From an optimization exercise on the open Yosys and OpenROAD flow, aimed at small area; shortcuts taken in it are not production practice.
The RTL was checked by simulation tests, not by an equivalence proof against the original design.
Power figures rest on the tool's default switching activity, not on a simulated workload.

// color_run_finder
module color_run_finder (
    input clk,
    input rst,
    input end_frame_in,
    input end_line_in,
    input new_pixel_in,
    input [15:0] pixel_in,
    output [10:0] run_start,
    output [10:0] run_end,
    output new_run,
    output end_line_out,
    output end_frame_out
  );
Size in the first run: roughly 190 cells after synthesis.
==> flow/config.mk <==
export PLATFORM = sky130hd
export DESIGN_NAME = color_run_finder
export DESIGN_NICKNAME = color_run_finder
export VERILOG_FILES = /design/flow/design.v
export SDC_FILE = /design/flow/constraint.sdc
export NUM_CORES = 4
export LEC_CHECK = 0
export CAP_MARGIN = 20
export CORE_MARGIN = 2
export CORE_UTILIZATION = 45
export CTS_BUF_LIST = sky130_fd_sc_hd__clkbuf_8
export PLACE_DENSITY = 0.6
export SLEW_MARGIN = 20
==> flow/constraint.sdc <==
create_clock -name core_clock -period 6.0 [get_ports {clk}]
set_input_delay 1.2000 -clock core_clock [delete_from_list [all_inputs] [get_ports {clk}]]
set_output_delay 1.2000 -clock core_clock [all_outputs]
set_load 0.01 [all_outputs]
standard.sh (not shown) runs the stock make flow with config.mk's settings and CLKGATE_MAP_FILE= SYNTH_SCRIPT=/design/flow/synth_recipe.tcl, a recipe that flattens the netlist after the stock synthesis.
==> flow/flow/run.sh <==
#!/bin/bash
# Own layout flow: the standard synthesis, then the combinational cells of its netlist
# are re-synthesised for area with ABC (the flip-flop instances are kept as they are, with
# their names and cell types; several ABC seeds run in parallel and the smallest result is
# kept), then the standard layout from floorplan to finish, with the smallest buffer on
# the ports. Each tool's output goes to a log file in this folder.
set -euo pipefail
W=$(pwd)
FH=${FLOW_HOME:-/OpenROAD-flow-scripts/flow}
R=$W/orfs/results/${FLOW_PLATFORM:-sky130hd}/color_run_finder/base
YOSYS=yosys
if [[ -x $FH/../tools/install/yosys/bin/yosys ]]; then YOSYS=$FH/../tools/install/yosys/bin/yosys; fi
LIB=$FH/platforms/sky130hd/lib/sky130_fd_sc_hd__tt_025C_1v80.lib

bash standard.sh synth > $W/synth.log 2>&1
cp $R/1_2_yosys.v $W/synth_standard.v

DEEP_T=${DEEP_T:-180}
DU=$(grep -o 'sky130_fd_sc_hd__\(lpflow\|probe\)[a-z0-9_]*' $LIB | sort -u | sed 's/^/-dont_use /' | tr '\n' ' ')
for s in 1 2 3 4; do
  printf 'strash\ndc2\ndch\ndc2\n&get -n\n&deepsyn -T %s -S %s\n&put\namap\ntopo\n' "$DEEP_T" "$s" > $W/reopt_$s.abc
  $YOSYS -p "read_liberty -ignore_miss_func $LIB; read_verilog $W/synth_standard.v; hierarchy -top $FLOW_TOP; \
    blackbox sky130_fd_sc_hd__*df*; flatten; opt_clean; \
    opt -full; abc -liberty $LIB $DU -script $W/reopt_$s.abc; opt_clean -purge; \
    hilomap -singleton -hicell sky130_fd_sc_hd__conb_1 HI -locell sky130_fd_sc_hd__conb_1 LO; \
    splitnets; opt_clean -purge; tee -o $W/reopt_$s.txt stat -liberty $LIB; \
    write_verilog -noattr -nohex -nodec $W/synth_reopt_$s.v" > $W/reopt_$s.log 2>&1 &
done
wait
best=""; besta=""
for s in 1 2 3 4; do
  a=$(grep -o "Chip area for module .*: [0-9.]*" $W/reopt_$s.txt | awk '{print $NF}') || continue
  [[ -n "$a" ]] || continue
  if [[ -z "$best" ]] || awk "BEGIN{exit !($a < $besta)}"; then best=$s; besta=$a; fi
done
echo "best seed $best area $besta" > $W/reopt_choice.txt
cp $W/synth_reopt_$best.v $R/1_2_yosys.v
rm -f $R/1_synth.odb $R/1_synth.sdc
bash standard.sh BUFFER_PORTS_ARGS="-buffer_cell sky130_fd_sc_hd__buf_1" finish > $W/finish.log 2>&1
Next try:
==> flow/run.sh (new file) <==
#!/bin/bash
# synth_recipe.tcl (not shown) runs the flow's synth.tcl, then flattens the netlist and writes it again
# the make line also repeats each setting of config.mk as NAME=value (left out here)
make -C /OpenROAD-flow-scripts/flow DESIGN_CONFIG=/design/flow/config.mk WORK_HOME=/design/flow/orfs CLKGATE_MAP_FILE= SYNTH_SCRIPT=/design/flow/synth_recipe.tcl finish
Settings changed: CTS_BUF_LIST sky130_fd_sc_hd__clkbuf_8 to not set.
removed: flow/flow/run.sh
removed: flow/standard.sh
Effect: The changed run finished clean. Total power goes up by 51%. Synthesized area rises by 44%. Sequential share of layout area decreases by 12 points. Worst setup slack loses 540 ps. Final cell count rose by 16%. Global-route usage drops by 1.9 points.

[separate check: timing with driven ports]
The results above use ideal ports. As a check the final layouts listed here were re-extracted and re-timed, cells and wires unchanged. Step 1, drivers: a clkbuf_16 drives clk and a buf_2 each remaining input, both assumed. Step 2 times the ports against the registers' clock, not the clock port: input delays grow and output delays shrink by t, the midpoint of the rising clock arrivals with the driver on. Slacks: ideal ports / drivers / drivers and shift; pairs: ideal ports / drivers.
run	shift t [ns]	setup slack, ns	latest minus earliest clock arrival (ns)	worst slew at a driven data input, ns
the first run	0.277	0.988 / 0.989 / 0.712	0.004 / 0.004	0.04
the second run	0.291	0.450 / 0.451 / 0.160	0.008 / 0.008	0.04
After both steps setup and hold are still met in every run listed. For the second run, which loses most, drivers alone change the setup slack by +0.001 ns; drivers and shift together by -0.290 ns.
